Source: an optimization exercise on an open RTL-to-GDS flow (aim: small area). Production flows keep margins and buffers that such runs may drop. Only simulation tests tie the RTL to the original design; equivalence was not proved.

==> inputs of trial 93 <==
Design mac_unit_Parallel_128_clk, start of the top module:
module mac_unit_Parallel_128_clk
#(
    parameter DATA_WIDTH    = 8,
    parameter VEC_LENGTH    = 16,
	parameter ACC_WIDTH     = DATA_WIDTH + 16,
	parameter RESULT_WIDTH  = 2*DATA_WIDTH
) (
	input  logic                             clk,
	input  logic                             reset,
	input  logic                             mul_en,
	input  logic                             acc_en,
	input  logic                             load_accum,
	input  logic [VEC_LENGTH*DATA_WIDTH-1:0] act,
	input  logic [VEC_LENGTH*DATA_WIDTH-1:0] w_in,
	input  logic signed [ACC_WIDTH-1:0]      accum_prev,
	output logic signed [RESULT_WIDTH-1:0]   result
);
Settings: LEC_CHECK=0, ABC_AREA=1, CAP_MARGIN=20, CORE_MARGIN=2, CORE_UTILIZATION=40, CTS_BUF_LIST=sky130_fd_sc_hd__clkbuf_4 sky130_fd_sc_hd__clkbuf_8, GPL_TIMING_DRIVEN=0, SETUP_SLACK_MARGIN=0.15, SLEW_MARGIN=20, SYNTH_HIERARCHICAL=1, SYNTH_MINIMUM_KEEP_SIZE=0; clock period 8.0 ns.
standard.sh (not shown) runs the stock make flow with config.mk's settings and CLKGATE_MAP_FILE= SYNTH_SCRIPT=/design/flow/synth_recipe.tcl, a recipe that flattens the netlist after the stock synthesis.
==> flow/flow/run.sh <==
#!/bin/bash
# Standard ORFS layout (the standard.sh, standard synthesis unchanged), with these
# changes to how the layout is made:
#  - the port buffers that global placement puts on every input and output are the
#    smallest buffer cell instead of the default delay buffer;
#  - the buffers ABC put in during synthesis are removed at floorplan (the resizer
#    puts back what timing and slew need);
#  - clock tree synthesis adds no dummy loads.
set -euo pipefail
export BUFFER_PORTS_ARGS="-buffer_cell sky130_fd_sc_hd__buf_1"
export REMOVE_ABC_BUFFERS=1
export CTS_ARGS="-sink_clustering_enable -repair_clock_nets -dont_use_dummy_load -buf_list {sky130_fd_sc_hd__clkbuf_4 sky130_fd_sc_hd__clkbuf_8}"
bash standard.sh > standard.log 2>&1
==> build 97: changes against trial 93 <==
==> flow/flow/run.sh (replaced) <==
#!/bin/bash
# Standard ORFS layout (the standard.sh, standard synthesis unchanged), with these
# changes to how the layout is made:
#  - the port buffers that global placement puts on every input and output are the
#    smallest buffer cell instead of the default delay buffer;
#  - the buffers ABC put in during synthesis are removed at floorplan (the resizer
#    puts back what timing and slew need);
#  - clock tree synthesis adds no dummy loads and clusters up to 16 sinks per buffer.
set -euo pipefail
export BUFFER_PORTS_ARGS="-buffer_cell sky130_fd_sc_hd__buf_1"
export REMOVE_ABC_BUFFERS=1
export CTS_ARGS="-sink_clustering_enable -repair_clock_nets -dont_use_dummy_load -sink_clustering_size 16 -sink_clustering_max_diameter 100 -buf_list {sky130_fd_sc_hd__clkbuf_4 sky130_fd_sc_hd__clkbuf_8}"
bash standard.sh > standard.log 2>&1
- CORE_UTILIZATION: 40 -> 60
==> comparison table <==
| metric | build 97 | trial 93 |
|---|---|---|
| CTS H-Tree Depth | 1 | 2 |
| Final period utilization | 92.6% | 91.3% |
| Area of the die | 55,600 µm² | 82,900 µm² |
| Repair and plain buffers | 305 | 307 |
| Post-CTS clock slew at the launch and capture registers of the worst setup and hold paths | 0.11 ns | 0.06 ns |
| Worst stage delay on the critical path | 0.96 ns | 0.86 ns |
| WP data required | 8.35 ns | 8.33 ns |
| Worst Slack Setup Final | 0.593 ns | 0.699 ns |
| Final Routed Wirelength | 110,000 µm | 112,000 µm |
| Outcome | finished clean | finished clean |
| Die height | 236 µm | 288 µm |
| Met3 wire len | 10,700 µm | 7150 µm |
| Highest clock frequency the design can meet | 135 MHz | 137 MHz |
| Final instance area | 34,000 µm² | 34,800 µm² |
| GR met2 Demand/Resource | 64.1% | 45.3% |
| Non-clock buffers, area share | 3.62% | 3.67% |
| Global routing met1 resource utilization | 54.1% | 35.1% |
| Width of the chip | 236 µm | 288 µm |
| Via count normalized by instance count | 6.22 | 5.49 |

-- what the ideal ports hide --
In the flow no input, the clock included, has a driving cell. The finished layouts below were timed again as built, in two steps.
Step 1 assumes that a clkbuf_16 drives the clock port and a buf_2 every other input.
Step 2 adds t to the input delays and takes it off the output delays; t is the mean of the earliest and latest rising clock arrival at the registers after step 1. Input paths then give back, and output paths get back, about the clock's delay inside the block.
Slacks: ideal ports / drivers / drivers and shift; pairs: ideal ports / drivers.
run | t (ns) | setup WS [ns] | hold WS [ns] | worst setup path after step 2 | slew at the worst register clock pin (ns)
trial 93 | 0.674 | 0.699 / 0.699 / 0.273 | 0.451 / 0.451 / 0.451 | input to register | 0.06 / 0.06
build 97 | 0.645 | 0.593 / 0.593 / 0.367 | 0.454 / 0.454 / 0.454 | input to register | 0.11 / 0.11
After both steps every run listed still meets setup and hold. The setup slack of trial 93, which loses most, moves by 0.000 ns with the drivers and by -0.426 ns with both steps.
